This is an optimization exercise on Yosys and OpenROAD, whose aim is small area, not a production implementation.
In this exercise RTL edits were held to simulation tests only and were not proved equivalent to the original.
Power is estimated from default activity; no workload was simulated.

## flow/design.v (module list and top-level ports; edited modules follow where they fit)
// module img_rom: 1234 lines
// module Greedy_snake: 404 lines
module  Greedy_snake(
        input                   clk                     ,
        input                   rst_n                   ,
        input                   IRDA_RXD                ,
        output  wire            VGA_SYNC_N              ,
        output  wire            VGA_BLANK_N             ,
        output  wire            VGA_HS                  ,
        output  wire            VGA_VS                  ,
        output  wire  [ 7: 0]   VGA_R                   ,
        output  wire  [ 7: 0]   VGA_G                   ,
        output  wire  [ 7: 0]   VGA_B                   ,
        output  wire  [ 6: 0]   HEX0                    ,
        output  wire  [ 6: 0]   HEX1
);
  // ...
==> flow/flow/run.sh <==
#!/bin/bash
# Own layout flow: the standard flow (standard.sh), with
#  - clock tree synthesis without dummy loads, with larger sink clusters;
#  - the smallest buffer on the ports.
# Each ORFS step writes its full log under orfs/logs/; make's own output goes
# to make_synth.log and make_finish.log here.
set -euo pipefail
W=$PWD
rm -rf "$W/scripts_mod"
cp -r "$FLOW_HOME/scripts" "$W/scripts_mod"
cp "$W/flow/abc_area.script" "$W/scripts_mod/abc_area.script"
export SCRIPTS_DIR="$W/scripts_mod"
export CTS_ARGS="-sink_clustering_enable -repair_clock_nets -dont_use_dummy_load -sink_clustering_size 12 -sink_clustering_max_diameter 50 -buf_list {sky130_fd_sc_hd__clkbuf_4 sky130_fd_sc_hd__clkbuf_8}"
export BUFFER_PORTS_ARGS="-inputs -outputs -buffer_cell sky130_fd_sc_hd__buf_1"
bash standard.sh synth > "$W/make_synth.log" 2>&1
bash standard.sh > "$W/make_finish.log" 2>&1
==> flow/flow/abc_area.script <==
strash
&get -n
&deepsyn -T 300
&dch -f
&nf -p -R 1000 -F 16 -A 8 -C 32
&put
topo
==> flow/standard.sh <==
#!/bin/bash
# synth_recipe.tcl (not shown) runs the flow's synth.tcl, then flattens the netlist and writes it again
# the make line also repeats each setting of config.mk as NAME=value (left out here)
make -C /OpenROAD-flow-scripts/flow DESIGN_CONFIG=/design/flow/config.mk WORK_HOME=/design/flow/orfs CLKGATE_MAP_FILE= SYNTH_SCRIPT=/design/flow/synth_recipe.tcl "${@:-finish}"
==> flow/config.mk <==
export PLATFORM = sky130hd
export DESIGN_NAME = Greedy_snake
export DESIGN_NICKNAME = Greedy_snake
export VERILOG_FILES = /design/flow/design.v
export SDC_FILE = /design/flow/constraint.sdc
export NUM_CORES = 4
export LEC_CHECK = 0
export ABC_AREA = 1
export CAP_MARGIN = 10
export CORE_MARGIN = 2
export CORE_UTILIZATION = 40
export GPL_TIMING_DRIVEN = 0
export SLEW_MARGIN = 10
export SYNTH_MEMORY_MAX_BITS = 16384
==> flow/constraint.sdc <==
create_clock -name core_clock -period 40.0 [get_ports {clk}]
set_input_delay 8.0000 -clock core_clock [delete_from_list [all_inputs] [get_ports {clk}]]
set_output_delay 8.0000 -clock core_clock [all_outputs]
set_load 0.01 [all_outputs]
==> summary.txt, run 1 <==
Root buffer cell: sky130_fd_sc_hd__clkbuf_8. Global routing consumed, on the met1 layer, 40.8% of the routing resources. The switching fraction of total power works out to 23.7%. Dominant delay contributor by cell family on the critical path: multiplexers. The tools report the final count of hold timing violations as 0. The run gives 190 as the total clock sinks. The H-tree generated during clock tree synthesis spans 4 levels. The critical path goes through clkinv_1 > ha_1 > mux4_2 > buf_1. The power in the clock group is 102 µW, and the portion of netlist area occupied by mux cells is 2.36%.

In the final layout, clock buffers and inverters account for 1.34% of the cell area. The worst hold path was traced through 0 stages. Subtracting the final worst setup slack from the clock period gives 9970 ps. Horizontal die dimension: 205 µm. Global routing consumed, on the met2 layer, 50.7% of the routing resources. The data arrival time of the critical path was 1970 ps. Ranked by total area, the top cell class in this layout is multi-input gates.

Counting both buffers and inverters, the worst setup path holds a total of 2. Of the total synthesized cell area, the portion taken by XOR and XNOR cells is 9.30%. Summing the areas of all compound-gate instances in the mapped netlist gives 23.5% of the synthesized area. The proportion of register bits with asynchronous set or reset after synthesis is 64.7%, and the DRC violations left is 0. After clock tree synthesis, the flow added hold-fix buffers numbering 0. The count of final max-slew check failures was 0; the total power density per cell area was 17.9 nW/µm². The run gives 16200 µm² as the netlist area before placement. On the final layout, the worst clock skew is 27.7 ps. The run gives 0 as the number of resized instances in the post-cts repair step.

Latest clock arrival within the worst-skew pair: 540 ps. The flip-flop count of the largest register, all copies and words added was 30. The run finished with no timing, DRC or antenna violations. Entering global routing, the biggest net connects 38 pins. Final cell area excluding filler cells: 17400 µm². The final estimated routing congestion in global placement came out at 1.05.
==> inputs of run 2 (changes only) <==
--- a/flow/config.mk
+++ b/flow/config.mk
@@ -6,9 +6,9 @@
 export NUM_CORES = 4
 export LEC_CHECK = 0
 export ABC_AREA = 1
-export CAP_MARGIN = 10
+export CAP_MARGIN = 20
 export CORE_MARGIN = 2
 export CORE_UTILIZATION = 40
 export GPL_TIMING_DRIVEN = 0
-export SLEW_MARGIN = 10
+export SLEW_MARGIN = 20
 export SYNTH_MEMORY_MAX_BITS = 16384
==> summary.txt, run 2 <==
The count of antenna-violating nets left after detailed routing was 0 (unchanged). The run gives 40.7% (unchanged) as the effective utilization at floorplan. The logs give 32.7% (was 32.5%) for the clock power share and 2638 (unchanged) for the post-route non-filler standard cell count. The met1 global-route usage was 41.2% (was 40.8%); the share of layout cells above drive strength 1 was 3.84% (was 3.50%).

Mean instance size in the synthesized netlist: 7.93 µm² (unchanged). Final critical-path share of the clock period: 25.0% (was 24.9%). The yosys synthesis warning count is 2 (unchanged). The global routing usage on met2 was 51.7% (was 50.7%); the minimum clock period was 9990 ps (was 9970 ps). The total power density per cell area works out to 18.0 nW/µm² (was 17.9 nW/µm²). The capture point of the worst reg-to-reg path is object[1] (unchanged).

The overall track demand over capacity in global routing is 32.5% (was 32.2%). The number of enable-type register cells in the synthesized netlist is 38 (unchanged). TritonCTS built the clock tree.

The logs give 0 (unchanged) for the number of hold buffers added after cts and 239 µW (about the same) for the internal cell power. The max-capacitance violation count is 0 (unchanged), and the accumulated negative setup slack is 0 ps (unchanged). The I/O pin count is 45 (unchanged), and the number of nets in the layout is 2199 (unchanged). The switching fraction of total power was 23.9% (was 23.7%); the relative slew slack was 19.8% (was 10.9%). The critical path class was flop to output port (unchanged). The data arrival time of the critical path came out at 1990 ps (was 1970 ps). The tools report the number of CTS-inserted buffers as 17 (unchanged). Top cells by area, synth: sky130_fd_sc_hd__dfrtp_1 (17%), sky130_fd_sc_hd__edfxtp_1 (7.0%), sky130_fd_sc_hd__ha_1 (6.0%) (unchanged). The iteration count of the initial detailed-routing pass came out at 7 (was 8). The number of DRC markers in iteration 0 came out at 1856 (was 1991). The most common cell in the netlist was sky130_fd_sc_hd__nand2_1 (unchanged). The run gives 2620 (unchanged) as the total instance count after detailed placement. The via count of the first global-routing pass is 16098 (was 16089), and the achievable clock frequency is 100 MHz (about the same).

The run gives 0 (was 1) as the initial antenna violation count. Most numerous cell types in the synthesized netlist: sky130_fd_sc_hd__nand2_1 (245), sky130_fd_sc_hd__nor2_1 (215), sky130_fd_sc_hd__a21oi_1 (176) (unchanged). The overall power after layout was 315 µW (was 313 µW); the cell count of the worst reg-to-reg path was 23 (unchanged).

The flip-flop count of the largest register, all copies and words added works out to 30 (unchanged). The tools report the required time of the critical path as 32000 ps (about the same). The register-to-register setup slack was 30690 ps (about the same). The flow ran to the end and the layout has no timing, DRC or antenna violations. The netlist area before placement is 16200 µm² (unchanged), and the area fraction of the dominant cell type after synthesis is 16.8% (unchanged).

The share of total power in sequential cells came out at 63.8% (was 64.1%). The cell count of the worst hold path came out at 0 (unchanged). The most used flip-flop cell after synthesis is sky130_fd_sc_hd__dfrtp_1 (unchanged). The final global-route overflow total is 0 (unchanged), and the horizontal die dimension is 205 µm (unchanged). The leading cell type in the layout, fill and taps excluded was sky130_fd_sc_hd__nand2_1 (unchanged). The hold path endpoint is len_code[2] (was len_code[1]). The total number of placement rows was 73 (unchanged); the final estimated routing congestion in global placement was 1.05 (unchanged). The start point of the worst min-delay path was len_d[2] (was len_d[1]).

The switching power summed over all nets is 75.3 µW (was 74.3 µW). The post-synthesis instance total was 2043 (unchanged). For the count of final max-slew check failures, the log shows 0 (unchanged). For the placed instance area, the log shows 17300 µm² (was 17200 µm²). The path category of the worst min-delay check was flop to flop (unchanged). The tools report the global-route wire length before repair as 101 mm (about the same). The busiest layer in global routing was met2 (unchanged). The largest register by flop count was dcode (unchanged).

The via-per-instance ratio was 6.39 (was 6.32). The maximum fanout along the worst path is 5 (unchanged). The worst-case vdd ir drop is 21.7 µV (was 22.9 µV), and the worst setup slack after layout is 30010 ps (was 30030 ps). The number of unique standard cell types used by synthesis is 75 (unchanged), and the relative contribution of combinational cells to total power is 3.5% (was 3.4%). For the latest clock arrival within the worst-skew pair, the log shows 550 ps (was 540 ps). Largest registers: dcode (30), cnt_clk (19), move_cnt (14) (unchanged). The post-DP HPWL came out at 50.5 mm (was 50.4 mm).

The DRC violations left was 0 (unchanged); the pin count of the biggest net entering global routing was 30 (was 38). The worst-margin pin slew came out at 1200 ps (was 1340 ps). The number of resized instances in the post-cts repair step was 0 (unchanged); the area inside the core boundary was 39800 µm² (unchanged). The fill cell total of the finished layout came out at 4085 (was 4096). The final count of hold timing violations was 0 (unchanged).

The count of final setup violators was 0 (unchanged); the post-CTS clock slew at the launch and capture registers of the worst setup and hold paths was 80 ps (about the same). The worst setup timing slack at the placement stage was 30600 ps (was 30620 ps). Top library cells by usage in the layout, fill and taps aside: sky130_fd_sc_hd__nand2_1 (245), sky130_fd_sc_hd__nor2_1 (212), sky130_fd_sc_hd__a21oi_1 (175), sky130_fd_sc_hd__o21ai_0 (133), sky130_fd_sc_hd__dfrtp_1 (105) (was sky130_fd_sc_hd__nand2_1 (245), sky130_fd_sc_hd__nor2_1 (213), sky130_fd_sc_hd__a21oi_1 (175), sky130_fd_sc_hd__o21ai_0 (133), sky130_fd_sc_hd__dfrtp_1 (108)).

The average wire length per cell after detail routing was 25.5 µm (was 25.3 µm); the total wirelength of the detailed-routed design was 67.3 mm (was 66.8 mm). The post-CTS repair timing setup buffer count came out at 0 (unchanged). Type of origin of the critical path: a flop (unchanged).

The maximum count of clock buffers along a single path is 2 (unchanged), and the number of synthesized register bits is 190 (unchanged). The final setup skew was 30.3 ps (was 27.7 ps). The logs give 6.75% (was 6.67%) for the met3 demand-to-capacity share in global routing and 4 (unchanged) for the H-tree level count. The vertical die dimension is 205 µm (unchanged), and the total clock sinks is 190 (unchanged). The area enclosed by the die boundary was 42100 µm² (unchanged). Post-synthesis cell type with the largest combined area: sky130_fd_sc_hd__dfrtp_1 (unchanged). The sequential-to-total area share from yosys stat is 29.7% (unchanged), and the proportion of register bits with asynchronous set or reset after synthesis is 64.7% (unchanged). Final cell area excluding filler cells: 17500 µm² (was 17400 µm²). Beginning of the worst register-to-register path: dcode[1][1] (unchanged). Kind of end point of the critical path: an output port (unchanged).

The layout-stage area growth over the synthesis result came out at 8.01% (was 7.68%). The root buffer cell is sky130_fd_sc_hd__clkbuf_8 (unchanged). Leakage power summed over all cells: 0.00666 µW (was 0.00664 µW). For the number of vias in the routed layout, the log shows 16857 (was 16681). The number of buffer cells added on primary ports is 40 (unchanged). Setup repair after global routing left no endpoint under its margin.
run 2: cells by family (layout without fill, tap and decap cells):
| logic type | after synthesis | in the layout | synth area share [%] |
|---|---|---|---|
| buf+inv | 117 | 184 | 3.27 |
| other cells | 2 | 5 | 0.0463 |
| flops | 190 | 190 | 29.7 |
| mux | 35 | 35 | 2.36 |
| compound gates | 594 | 594 | 23.5 |
| simple gates | 850 | 850 | 25.2 |
| fa+ha+maj | 83 | 83 | 6.58 |
| xor+xnor | 172 | 172 | 9.30 |
run 2: area by class of cell:
type                    instances  area (µm²)  area share [%]
diodes                          1        2.50          0.0143
plain buffers                  33         214            1.22
clock buffers                  17         234            1.34
flip-flops and latches        190        4820            27.6
multi-input cells            1738       10900            62.4
inverters                      84         315            1.80
well taps                     525         657            3.75
repair buffers                 50         334            1.91
run 2: metrics by stage:
step,hold slack (ps),util [%]
final,354,43.9
after global routing,366,43.9
after CTS,358,43.9
after detailed placement,337,43.3
after global placement,333,42.7
after floorplan,331,-
run 2: critical path, cell delays in order, from the launching register on:
cell	delay (ps)
sky130_fd_sc_hd__dfrtp_1	420
sky130_fd_sc_hd__clkinv_1	120
sky130_fd_sc_hd__ha_1	270
sky130_fd_sc_hd__mux4_2	490
sky130_fd_sc_hd__buf_1	150
run 2: worst max path at each step:
stage,from,end,slack [ps]
2_1_floorplan,len_code[0],HEX0[4],30790
3_3_place_gp,rst_n,len_code[3],25260
3_5_place_dp,len_code[0],HEX0[6],30600
4_1_cts,len_code[0],HEX0[6],29950
5_1_grt,len_code[0],HEX0[6],29910
6_report,len_code[0],HEX0[6],30010
run 2: routing by layer:
layer  routed length (µm)  vias up
li1                     -     7682
met2                30200      794
met4                 3840        0
met3                 5130      229
met1                28100     8152
met5                    0        -
run 2: power by group through the flow:
| stage | clock, µW | sequential (µW) | combinational, µW |
|---|---|---|---|
| 3_5_place_dp | 0 | 205 | 11.3 |
| 4_1_cts | 108 | 201 | 11.3 |
| 3_3_place_gp | 0 | 205 | 9.87 |
| 2_1_floorplan | 0 | 204 | 6.09 |
| 5_1_grt | 114 | 201 | 12.8 |
| 6_report | 103 | 201 | 11.0 |
==> module Greedy_snake, before the edit <==
module  Greedy_snake(
        input                   clk                     ,
        input                   rst_n                   ,
        input                   IRDA_RXD                ,
        output  wire            VGA_SYNC_N              ,
        output  wire            VGA_BLANK_N             ,
        output  wire            VGA_HS                  ,
        output  wire            VGA_VS                  ,
        output  wire  [ 7: 0]   VGA_R                   ,
        output  wire  [ 7: 0]   VGA_G                   ,
        output  wire  [ 7: 0]   VGA_B                   ,
        output  wire  [ 6: 0]   HEX0                    ,
        output  wire  [ 6: 0]   HEX1
);
reg     [ 9: 0]     hc;
reg     [ 9: 0]     vc;
wire                end_h = (hc == 10'd800);
wire                end_v = (vc == 10'd537);
always @(posedge clk or negedge rst_n) begin
    if (!rst_n)
        hc <= 10'd1;
    else if (end_h)
        hc <= 10'd1;
    else
        hc <= hc + 1'b1;
end
always @(posedge clk or negedge rst_n) begin
    if (!rst_n)
        vc <= 10'd13;
    else if (end_h) begin
        if (end_v)
            vc <= 10'd13;
        else
            vc <= vc + 1'b1;
    end
end
localparam  IR_IDLE = 2'd0, IR_C9 = 2'd1, IR_C45 = 2'd2, IR_DATA = 2'd3;
reg     [ 3: 0]     ir_din_r;
reg     [ 1: 0]     ir_st;
reg     [18: 0]     cnt_clk;
reg     [ 4: 0]     cnt_data;
reg     [ 7: 0]     ir_data;
reg                 ir_vld;
wire    ir_h2l  = !ir_din_r[2] &&  ir_din_r[3];
wire    ir_l2h  =  ir_din_r[2] && !ir_din_r[3];
wire    ir_edge = ir_din_r[2] ^ ir_din_r[3];
wire    ok_9ms    = (cnt_clk >= 19'd406) && (cnt_clk <= 19'd619);
wire    ok_4_5ms  = (cnt_clk >= 19'd191) && (cnt_clk <= 19'd347);
wire    ok_560us  = (cnt_clk >= 19'd25)  && (cnt_clk <= 19'd44);
wire    ok_1690us = (cnt_clk >= 19'd94)  && (cnt_clk <= 19'd112);
wire    in_data   = (ir_st == IR_DATA);
wire    add_data  = in_data && ir_h2l;
wire    bad_data  = in_data && ((ir_l2h && !ok_560us) || (ir_h2l && !ok_560us && !ok_1690us));
wire    last_bit  = add_data && (cnt_data == 5'd31);
always @(posedge clk or negedge rst_n) begin
    if (!rst_n)
        ir_din_r <= 4'd0;
    else
        ir_din_r <= {ir_din_r[2:0], IRDA_RXD};
end
always @(posedge clk or negedge rst_n) begin
    if (!rst_n)
        cnt_clk <= 19'd0;
    else if (ir_st != IR_IDLE) begin
        if (ir_edge)
            cnt_clk <= 19'd0;
        else
            cnt_clk <= cnt_clk + 1'b1;
    end
end
always @(posedge clk or negedge rst_n) begin
    if (!rst_n)
        ir_st <= IR_IDLE;
    else case (ir_st)
        IR_IDLE: if (ir_h2l) ir_st <= IR_C9;
        IR_C9:   if (ir_l2h) ir_st <= ok_9ms ? IR_C45 : IR_IDLE;
        IR_C45:  if (ir_h2l) ir_st <= ok_4_5ms ? IR_DATA : IR_IDLE;
        IR_DATA: if (bad_data || ir_vld) ir_st <= IR_IDLE;
    endcase
end
always @(posedge clk or negedge rst_n) begin
    if (!rst_n)
        cnt_data <= 5'd0;
    else if (add_data) begin
        if (bad_data)
            cnt_data <= 5'd0;
        else
            cnt_data <= cnt_data + 1'b1;
    end
end
always @(posedge clk or negedge rst_n) begin
    if (!rst_n)
        ir_vld <= 1'b0;
    else
        ir_vld <= last_bit;
end
always @(posedge clk) begin
    if (add_data && cnt_data[4:3] == 2'b10 && (ok_560us || ok_1690us))
        ir_data[cnt_data[2:0]] <= !ok_560us;
end
localparam  G_START = 2'd0, G_PLAY = 2'd1, G_END = 2'd2;
reg     [ 1: 0]     game_st;
reg                 hit_wall;
reg                 hit_body;
wire                play = (game_st == G_PLAY);
wire                cmd_go = ir_vld && (ir_data == 8'h12);
always @(posedge clk or negedge rst_n) begin
    if (!rst_n)
        game_st <= G_START;
    else case (game_st)
        G_PLAY:  if (hit_body || hit_wall) game_st <= G_END;
        G_END:   if (cmd_go) game_st <= G_START;
        default: if (cmd_go) game_st <= G_PLAY;
    endcase
end
reg     [13: 0]     move_cnt;
wire                move_tick = (move_cnt == 14'd12053);
always @(posedge clk or negedge rst_n) begin
    if (!rst_n)
        move_cnt <= 14'd0;
    else if (move_tick)
        move_cnt <= 14'd0;
    else
        move_cnt <= {move_cnt[12:0], ~(move_cnt[13] ^ move_cnt[12] ^ move_cnt[11] ^ move_cnt[1])};
end
localparam  D_RIGHT = 3'd0, D_LEFT = 3'd1, D_UP = 3'd2, D_DOWN = 3'd3, D_NONE = 3'd4;
reg     [ 2: 0]     direct;
always @(posedge clk) begin
    if (ir_vld && ir_data == 8'h07)
        direct <= D_LEFT;
    else if (ir_vld && ir_data == 8'h09)
        direct <= D_RIGHT;
    else if (ir_vld && ir_data == 8'h05)
        direct <= D_UP;
    else if (ir_vld && ir_data == 8'h08)
        direct <= D_DOWN;
    else
        direct <= D_NONE;
end
localparam  S_IDLE = 3'd0, S_LEFT = 3'd1, S_RIGHT = 3'd2, S_UP = 3'd3, S_DOWN = 3'd4;
reg     [ 2: 0]     sdir;
always @(posedge clk) begin
    if (!play)
        sdir <= S_IDLE;
    else case (sdir)
        S_IDLE:         sdir <= S_RIGHT;
        S_LEFT, S_RIGHT: begin
            if (direct == D_UP)         sdir <= S_UP;
            else if (direct == D_DOWN)  sdir <= S_DOWN;
        end
        S_UP, S_DOWN: begin
            if (direct == D_RIGHT)      sdir <= S_RIGHT;
            else if (direct == D_LEFT)  sdir <= S_LEFT;
        end
        default:        sdir <= S_IDLE;
    endcase
end
localparam  [ 5: 0] HOME_X = 6'd19;      
localparam  [ 4: 0] HOME_Y = 5'd8;       
reg     [ 5: 0]     head_x;
reg     [ 4: 0]     head_y;
always @(posedge clk) begin
    if (play && sdir != S_IDLE) begin
        if (move_tick) case (sdir)
            S_UP:    head_y <= head_y - 1'b1;
            S_DOWN:  head_y <= head_y + 1'b1;
            S_RIGHT: head_x <= head_x + 1'b1;
            default: head_x <= head_x - 1'b1;
        endcase
    end
    else begin
        head_x <= HOME_X;
        head_y <= HOME_Y;
    end
end
wire                shift    = play && (sdir != S_IDLE) && move_tick;
wire                body_en  = shift || !play;
reg     [ 1: 0]     dcode [1:15];
reg     [ 3: 0]     moves;           
integer k;
always @(posedge clk) begin
    if (body_en) begin
        if (!play)
            dcode[1] <= 2'b00;
        else case (sdir)
            S_RIGHT: dcode[1] <= 2'b00;
            S_LEFT:  dcode[1] <= 2'b01;
            S_DOWN:  dcode[1] <= 2'b10;
            default: dcode[1] <= 2'b11;      
        endcase
        for (k = 2; k < 16; k = k + 1)
            dcode[k] <= dcode[k-1];
    end
end
always @(posedge clk) begin
    if (!play)
        moves <= 4'd0;
    else if (shift && moves != 4'd13)
        moves <= moves + 1'b1;
end
wire    signed [ 4: 0]  sx [0:15];
wire    signed [ 4: 0]  sy [0:15];
assign sx[0] = 5'sd0;
assign sy[0] = 5'sd0;
function [4:0] unit_step(input [4:0] a, input en, input up);
    integer i;
    reg t;
    begin
        t = en;
        for (i = 0; i < 5; i = i + 1) begin
            unit_step[i] = a[i] ^ t;
            t = t && (up ? a[i] : !a[i]);
        end
    end
endfunction
genvar gi;
generate
    for (gi = 1; gi < 16; gi = gi + 1) begin : g_off
        localparam integer W = (gi < 2) ? 2 : (gi < 4) ? 3 : (gi < 8) ? 4 : 5;
        wire [ 4: 0] nx = unit_step(sx[gi-1], !dcode[gi][1], dcode[gi][0]);
        wire [ 4: 0] ny = unit_step(sy[gi-1],  dcode[gi][1], dcode[gi][0]);
        assign sx[gi] = {{(6-W){nx[W-1]}}, nx[W-2:0]};
        assign sy[gi] = {{(6-W){ny[W-1]}}, ny[W-2:0]};
    end
endgenerate
wire    [15: 0]     origin;
generate
    for (gi = 0; gi < 16; gi = gi + 1) begin : g_origin
        if (gi < 3)
            assign origin[gi] = 1'b0;
        else
            assign origin[gi] = (moves <= gi - 3);
    end
endgenerate
reg     [ 3: 0]     grow;
reg                 body_add_sig;
wire    [15: 0]     light;
generate
    for (gi = 0; gi < 16; gi = gi + 1) begin : g_light
        if (gi < 3)
            assign light[gi] = 1'b1;
        else
            assign light[gi] = (grow >= gi - 1);
    end
endgenerate
always @(posedge clk or negedge rst_n) begin
    if (!rst_n)
        grow <= 4'd1;
    else if (!play)
        grow <= 4'd1;
    else if (body_add_sig && grow != 4'd14)
        grow <= grow + 1'b1;
end
always @(posedge clk) begin
    hit_wall <= play && ((sdir == S_UP    && head_y == 5'd3)  ||      
                             (sdir == S_DOWN  && head_y == 5'd0)  ||      
                             (sdir == S_RIGHT && head_x == 6'd48) ||      
                             (sdir == S_LEFT  && head_x == 6'd9));        
end
wire                head_origin = (head_x == 6'd9) && (head_y == 5'd3);
reg     [15: 1]     hit_k;
always @(*) begin
    for (k = 1; k < 16; k = k + 1)
        hit_k[k] = light[k] && (origin[k] ? head_origin : (sx[k] == 5'sd0 && sy[k] == 5'sd0));
end
always @(posedge clk) begin
    hit_body <= |hit_k;
end
reg     [ 5: 0]     rnd_x;       
reg     [ 4: 0]     rnd_y;       
reg     [ 8: 0]     eat_cnt;
reg     [ 5: 0]     apple_x;
reg     [ 4: 0]     apple_y;
wire                eat_tick = (eat_cnt == 9'd333);
wire                eat = eat_tick && (apple_x == head_x) && (apple_y == head_y);
always @(posedge clk or negedge rst_n) begin
    if (!rst_n) begin
        rnd_x   <= 6'd9;
        rnd_y   <= 5'd3;
        eat_cnt <= 9'd0;
    end
    else begin
        rnd_x   <= (rnd_x == 6'd46)    ? 6'd9 : rnd_x + 1'b1;
        rnd_y   <= (rnd_y == 5'd30)    ? 5'd3 : rnd_y + 1'b1;
        eat_cnt <= eat_tick            ? 9'd0 : {eat_cnt[7:0], ~(eat_cnt[8] ^ eat_cnt[4])};
    end
end
always @(posedge clk) begin
    body_add_sig <= eat;
end
always @(posedge clk or negedge rst_n) begin
    if (!rst_n) begin
        apple_x      <= 6'd19;       
        apple_y      <= 5'd16;
    end
    else begin
        if (eat) begin
            apple_x <= rnd_x;
            apple_y <= rnd_y;
        end
    end
end
wire    [ 5: 0]     blk_x = hc[9:4];
wire    [ 4: 0]     blk_y = vc[8:4];
localparam  O_NONE = 2'd0, O_HEAD = 2'd1, O_BODY = 2'd2;
wire    [ 5: 0]     rel_x = blk_x - head_x;
wire    [ 4: 0]     rel_y = blk_y - head_y;
reg     [ 1: 0]     object;
reg     [15: 1]     on_k;
always @(*) begin
    for (k = 1; k < 16; k = k + 1)
        on_k[k] = light[k] && !origin[k] &&
                  (rel_x == {sx[k][4], sx[k]}) && (rel_y == sy[k]);
end
always @(posedge clk) begin
    if (rel_x == 6'd0 && rel_y == 5'd0)
        object <= O_HEAD;
    else if (|on_k)
        object <= O_BODY;
    else
        object <= O_NONE;
end
wire    valid = (hc >= 10'd144) && (hc < 10'd784) && (vc >= 10'd48) && (vc < 10'd528);
wire    wall  = (hc < 10'd160) || (hc >= 10'd768) || (vc < 10'd64) || (vc >= 10'd512);
wire    apple_here = (blk_x == apple_x) && (blk_y == apple_y);
wire    corner = (hc[3:1] == 3'd0) && (vc[3:0] == 4'd0 || vc[3:0] == 4'd15);
reg                 play_r, play_g, play_b;
always @(posedge clk) begin
    play_r <= valid && (wall || apple_here);
    play_g <= valid && !wall && (apple_here || (object != O_NONE && !corner));
    play_b <= valid && !wall && !apple_here && object == O_BODY && !corner;
end
wire    [ 7: 0]     img_q;       
img_rom img_rom_inst(
        .hc                     (hc                     ),
        .vc                     (vc                     ),
        .is_end                 (game_st == G_END       ),
        .img_q                  (img_q                  )
);
reg     [ 2: 0]     out_r_hi;
reg     [ 2: 0]     out_g_hi;
reg     [ 1: 0]     out_b_hi;
reg                 out_r_lo, out_g_lo, out_b_lo;
reg                 out_hs, out_vs;
reg     [ 3: 0]     len_d;
reg     [ 3: 0]     len_code;
always @(posedge clk or negedge rst_n) begin
    if (!rst_n) begin
        out_r_hi <= 3'd0;
        out_g_hi <= 3'd0;
        out_b_hi <= 2'd0;
        out_r_lo <= 1'b0;
        out_g_lo <= 1'b0;
        out_b_lo <= 1'b0;
        out_hs   <= 1'b0;
        out_vs   <= 1'b0;
    end
    else begin
        out_r_hi <= play ? {3{play_r}} : img_q[7:5];
        out_g_hi <= play ? {3{play_g}} : img_q[4:2];
        out_b_hi <= play ? {2{play_b}} : img_q[1:0];
        out_r_lo <= play && play_r;
        out_g_lo <= play && play_g;
        out_b_lo <= play && play_b;
        out_hs   <= (hc >= 10'd97);
        out_vs   <= (vc >= 10'd15);
    end
end
always @(posedge clk or negedge rst_n) begin
    if (!rst_n) begin
        len_d    <= 4'd1;
        len_code <= 4'd0;
    end
    else begin
        len_d    <= grow;
        len_code <= len_d;
    end
end
reg     [ 6: 0]     hex_units;
always @(*) begin
    case (len_code)
        4'd0, 4'd8:  hex_units = 7'b100_0000;    
        4'd9:        hex_units = 7'b111_1001;    
        4'd10:       hex_units = 7'b010_0100;    
        4'd1, 4'd11: hex_units = 7'b011_0000;    
        4'd2, 4'd12: hex_units = 7'b001_1001;    
        4'd3, 4'd13: hex_units = 7'b001_0010;    
        4'd4, 4'd14: hex_units = 7'b000_0010;    
        4'd5:        hex_units = 7'b111_1000;    
        4'd6:        hex_units = 7'b000_0000;    
        4'd7:        hex_units = 7'b001_0000;    
        default:     hex_units = 7'b100_0000;
    endcase
end
assign  HEX0        = hex_units;
assign  HEX1        = len_code[3] ? 7'b111_1001 : 7'b100_0000;
assign  VGA_R       = {out_r_hi, {5{out_r_lo}}};
assign  VGA_G       = {out_g_hi, {5{out_g_lo}}};
assign  VGA_B       = {out_b_hi, {6{out_b_lo}}};
assign  VGA_HS      = out_hs;
assign  VGA_VS      = out_vs;
assign  VGA_BLANK_N = out_hs && out_vs;
assign  VGA_SYNC_N  = 1'b0;
endmodule
==> inputs of run 3 (changes only) <==
--- a/flow/design.v
+++ b/flow/design.v
@@ -1358,18 +1358,22 @@
         move_cnt <= {move_cnt[12:0], ~(move_cnt[13] ^ move_cnt[12] ^ move_cnt[11] ^ move_cnt[1])};
 end
 localparam  D_RIGHT = 3'd0, D_LEFT = 3'd1, D_UP = 3'd2, D_DOWN = 3'd3, D_NONE = 3'd4;
-reg     [ 2: 0]     direct;
+reg                 ir_vld_d;
 always @(posedge clk) begin
-    if (ir_vld && ir_data == 8'h07)
-        direct <= D_LEFT;
-    else if (ir_vld && ir_data == 8'h09)
-        direct <= D_RIGHT;
-    else if (ir_vld && ir_data == 8'h05)
-        direct <= D_UP;
-    else if (ir_vld && ir_data == 8'h08)
-        direct <= D_DOWN;
+    ir_vld_d <= ir_vld;
+end
+reg     [ 2: 0]     direct;
+always @(*) begin
+    if (ir_vld_d && ir_data == 8'h07)
+        direct = D_LEFT;
+    else if (ir_vld_d && ir_data == 8'h09)
+        direct = D_RIGHT;
+    else if (ir_vld_d && ir_data == 8'h05)
+        direct = D_UP;
+    else if (ir_vld_d && ir_data == 8'h08)
+        direct = D_DOWN;
     else
-        direct <= D_NONE;
+        direct = D_NONE;
 end
 localparam  S_IDLE = 3'd0, S_LEFT = 3'd1, S_RIGHT = 3'd2, S_UP = 3'd3, S_DOWN = 3'd4;
 reg     [ 2: 0]     sdir;
==> flow/flow/abc_area.script (replaced) <==
strash
&get -n
&deepsyn -T 600
&dch -f
&nf -p -R 1000 -F 16 -A 8 -C 32
&put
topo
--- a/flow/config.mk
+++ b/flow/config.mk
@@ -6,9 +6,9 @@
 export NUM_CORES = 4
 export LEC_CHECK = 0
 export ABC_AREA = 1
-export CAP_MARGIN = 20
+export CAP_MARGIN = 10
 export CORE_MARGIN = 2
-export CORE_UTILIZATION = 40
+export CORE_UTILIZATION = 50
 export GPL_TIMING_DRIVEN = 0
-export SLEW_MARGIN = 20
+export SLEW_MARGIN = 10
 export SYNTH_MEMORY_MAX_BITS = 16384
==> summary.txt, run 3 <==
The run finished with no timing, DRC or antenna violations. Count of final setup violators: 0 (unchanged). The worst-margin pin slew works out to 1390 ps (was 1200 ps). The most used flip-flop cell after synthesis is sky130_fd_sc_hd__dfrtp_1 (unchanged).

The run gives 2239 (was 1856) as the number of DRC markers in iteration 0. Root buffer cell: sky130_fd_sc_hd__clkbuf_8 (unchanged). The average wire length per cell after detail routing works out to 23.9 µm (was 25.5 µm). Top cells by area, synth: sky130_fd_sc_hd__dfrtp_1 (17%), sky130_fd_sc_hd__edfxtp_1 (7.1%), sky130_fd_sc_hd__ha_1 (6.1%) (was sky130_fd_sc_hd__dfrtp_1 (17%), sky130_fd_sc_hd__edfxtp_1 (7.0%), sky130_fd_sc_hd__ha_1 (6.0%)). The flip-flop count of the largest register, all copies and words added is 30 (unchanged), and the portion of netlist area occupied by mux cells is 1.57% (was 2.36%). The area fraction of the dominant cell type after synthesis was 17.1% (was 16.8%). The share of layout cells above drive strength 1 came out at 3.70% (was 3.84%).

The post-DP HPWL was 44.1 mm (was 50.5 mm); the mean instance size in the synthesized netlist was 7.85 µm² (was 7.93 µm²). The post-CTS clock slew at the launch and capture registers of the worst setup and hold paths is 80 ps (about the same). The total clock sinks was 188 (was 190). Largest registers: dcode (30), cnt_clk (19), move_cnt (14) (unchanged).

The maximum count of clock buffers along a single path came out at 2 (unchanged). The overall track demand over capacity in global routing was 36.1% (was 32.5%); the H-tree level count was 4 (unchanged). The final critical-path share of the clock period was 24.6% (was 25.0%); the count of antenna-violating nets left after detailed routing was 0 (unchanged). The I/O pin count is 45 (unchanged). The pin count of the biggest net entering global routing is 43 (was 30). The worst-case vdd ir drop came out at 33.4 µV (was 21.7 µV). The tools report the latest clock arrival within the worst-skew pair as 480 ps (was 550 ps). The tools report the final count of hold timing violations as 0 (unchanged). The number of buffer cells added on primary ports works out to 40 (unchanged).

The kind of end point of the critical path is an output port (unchanged). The final global-route overflow total is 0 (unchanged), and the minimum clock period is 9840 ps (was 9990 ps). The post-synthesis cell type with the largest combined area is sky130_fd_sc_hd__dfrtp_1 (unchanged). Most numerous cell types in the synthesized netlist: sky130_fd_sc_hd__nand2_1 (234), sky130_fd_sc_hd__nor2_1 (225), sky130_fd_sc_hd__a21oi_1 (182) (was sky130_fd_sc_hd__nand2_1 (245), sky130_fd_sc_hd__nor2_1 (215), sky130_fd_sc_hd__a21oi_1 (176)).

The area enclosed by the die boundary was 33400 µm² (was 42100 µm²); the final estimated routing congestion in global placement was 1.15 (was 1.05). The number of resized instances in the post-cts repair step was 0 (unchanged). The leakage power summed over all cells came out at 0.00644 µW (was 0.00666 µW). The tools report the type of origin of the critical path as a flop (unchanged). Yosys synthesis warning count: 2 (unchanged). Netlist area before placement: 16000 µm² (was 16200 µm²). TritonCTS built the clock tree.

Critical path class: flop to output port (unchanged). The number of synthesized register bits came out at 188 (was 190). The effective utilization at floorplan came out at 50.7% (was 40.7%).

The number of enable-type register cells in the synthesized netlist came out at 38 (unchanged). Top library cells by usage in the layout, fill and taps aside: sky130_fd_sc_hd__nand2_1 (234), sky130_fd_sc_hd__nor2_1 (225), sky130_fd_sc_hd__a21oi_1 (181), sky130_fd_sc_hd__o21ai_0 (156), sky130_fd_sc_hd__dfrtp_1 (106) (was sky130_fd_sc_hd__nand2_1 (245), sky130_fd_sc_hd__nor2_1 (212), sky130_fd_sc_hd__a21oi_1 (175), sky130_fd_sc_hd__o21ai_0 (133), sky130_fd_sc_hd__dfrtp_1 (105)). The horizontal die dimension is 183 µm (was 205 µm). Max-capacitance violation count: 0 (unchanged). The largest family of logic cells by synthesized area is simple AND/OR/NAND/NOR gates (unchanged).

The basic-gate share of the synthesized area counting and, or, nand and nor cells works out to 25.2% (about the same). The logs give 0 ps (unchanged) for the accumulated negative setup slack and 9 (was 7) for the iteration count of the initial detailed-routing pass. Most common cell in the netlist: sky130_fd_sc_hd__nand2_1 (unchanged). The tools report the number of CTS-inserted buffers as 17 (unchanged).

The fraction of synthesized cell area in xor and xnor cells came out at 9.00% (was 9.30%). The count of final max-slew check failures was 0 (unchanged); the sequential-to-total area share from yosys stat was 29.9% (was 29.7%). The logs give 1840 ps (was 1990 ps) for the data arrival time of the critical path and 16160 (was 16098) for the via count of the first global-routing pass. The maximum fanout along the worst path works out to 5 (unchanged). Area inside the core boundary: 31500 µm² (was 39800 µm²). Leading cell type in the layout, fill and taps excluded: sky130_fd_sc_hd__nand2_1 (unchanged). The required time of the critical path came out at 32000 ps (about the same).

The tools report the number of nets in the layout as 2194 (was 2199). The logs give 17100 µm² (was 17500 µm²) for the final cell area excluding filler cells and 0 (unchanged) for the number of hold buffers added after cts. The total power density per cell area was 18.2 nW/µm² (was 18.0 nW/µm²). The run gives 16900 µm² (was 17300 µm²) as the placed instance area. Largest register by flop count: dcode (unchanged). The run gives 60.1 mm (was 67.3 mm) as the total wirelength of the detailed-routed design. The run gives 65 (was 73) as the total number of placement rows.

The tools report the number of unique standard cell types used by synthesis as 72 (was 75). Path category of the worst min-delay check: flop to flop (unchanged). Setup repair after global routing left no endpoint under its margin. The number of vias in the routed layout was 16937 (was 16857). Post-CTS repair timing setup buffer count: 0 (unchanged). The logs give 350 ps (was 354 ps) for the tightest hold margin and 7.14% (was 19.8%) for the relative slew slack. The achievable clock frequency is 102 MHz (was 100 MHz), and the proportion of register bits with asynchronous set or reset after synthesis is 65.4% (was 64.7%). The post-synthesis share of cell area spent on full adders, half adders and majority gates was 6.74% (was 6.58%).

The layout-stage area growth over the synthesis result is 7.16% (was 8.01%), and the overall power after layout is 311 µW (was 315 µW). The global-route wire length before repair is 92.5 mm (was 101 mm). The post-synthesis instance total is 2034 (was 2043), and the complex-gate fraction of the synthesized area is 24.2% (was 23.5%). The vertical die dimension was 183 µm (was 205 µm); the via-per-instance ratio was 6.74 (was 6.39).

The initial antenna violation count came out at 2 (was 0). The DRC violations left is 0 (unchanged). The final setup skew is 33.2 ps (was 30.3 ps).
[run 3: cell types whose count changed after synthesis, sizes merged, moves of 8 or more]
cell    delta
o22ai      +9
nand2     -11
or2       -10
a211oi     -8
xor2      -18
o21ai     +24
nor3      +11
nor2      +10
xnor2     +10
[run 3: area by class of cell]
type	count	area (µm²)
fillers	3043	14400
multi-input cells	1731	10700
flip-flops and latches	188	4780
well taps	402	503
repair buffers	54	354
inverters	84	315
clock buffers	17	234
plain buffers	33	214
diodes	3	7.51
[run 3: critical path, cell delays in order (launching register included)]
cell and delay (ps):
sky130_fd_sc_hd__dfrtp_1 430, sky130_fd_sc_hd__clkinv_1 80, sky130_fd_sc_hd__ha_1 190, sky130_fd_sc_hd__clkinv_1 100, sky130_fd_sc_hd__o21ai_0 170, sky130_fd_sc_hd__a21oi_1 60, sky130_fd_sc_hd__a211oi_1 170, sky130_fd_sc_hd__buf_1 170
[run 3: through the flow]
| stage | cells | util, % | setup WS (ps) |
|---|---|---|---|
| after floorplan | 2036 | - | 30790 |
| after global placement | 2478 | 52.8 | 25490 |
| after detailed placement | 2491 | 53.6 | 30640 |
| after CTS | 2508 | 54.3 | 30110 |
| after global routing | 2509 | 54.3 | 29990 |
| final | 2512 | 54.3 | 30160 |
[run 3: path summary, 6_finish.rpt]
check	from	endpoint	slack [ps]	cells past startpoint
min in group asynchronous	rst_n	cnt_clk[16]	7540	1
hold reg to reg	ir_din_r[1]	ir_din_r[2]	350	0
max in group asynchronous	rst_n	len_d[0]	31510	3
hold / removal	ir_din_r[1]	ir_din_r[2]	350	0
setup reg to reg	hc[4]	out_b_hi[1]	31060	18
setup / recovery	len_code[1]	HEX0[6]	30160	7
[run 3: metal layers]
metal / vias to the layer above / GRT usage, % / wire [µm] / share of wire (%)
met4: 2 / 18.1 / 3530 / 5.9
met1: 7985 / 44.5 / 23500 / 39
li1: 7630 / - / - / -
met5: - / 0.444 / 42 / 0.070
met2: 1009 / 57.1 / 26600 / 44
met3: 311 / 11.3 / 6450 / 11
[run 3: cell families after synthesis]
family,Yosys count
AOI/OAI and AO/OA,613
buffers and inverters,117
xor gates and xnor gates,164
other,2
adders and majority gates,84
muxes,24
DFF,188
and+or+nand+nor,842
[run 3: power breakdown]
| part | internal, µW | leakage, µW | total [µW] | switching [µW] |
|---|---|---|---|---|
| Combinational | 4.24 | 0.00411 | 11.6 | 7.32 |
| Sequential | 196 | 0.00221 | 201 | 4.36 |
| Clock | 37.7 | 0.000122 | 98.5 | 60.8 |

re-timing with driven ports:
No port has a modelled driver above. Below, the same layouts with a new extraction and two added sets of constraints.
Step 1 sets driving cells, clkbuf_16 on the clock port and buf_2 on the other inputs (assumed; they add their load-dependent delay and slew).
Step 2 adds t to the input delays and takes it off the output delays; t is the mean of the earliest and latest rising clock arrival at the registers after step 1. Input paths then give back, and output paths get back, about the clock's delay inside the block.
a / b / c = ideal / step 1 / step 2; a / b = the first two.
| run | t, ns | slack for setup (ns) | hold slack, ns | latest minus earliest clock arrival (ns) |
|---|---|---|---|---|
| run 1 | 0.579 | 30.028 / 29.979 / 30.557 | 0.353 / 0.353 / 0.353 | 0.030 / 0.029 |
| run 2 | 0.593 | 30.014 / 29.960 / 30.552 | 0.354 / 0.354 / 0.354 | 0.030 / 0.031 |
| run 3 | 0.519 | 30.163 / 30.110 / 30.629 | 0.350 / 0.350 / 0.350 | 0.036 / 0.036 |
After both steps every run listed still meets setup and hold.
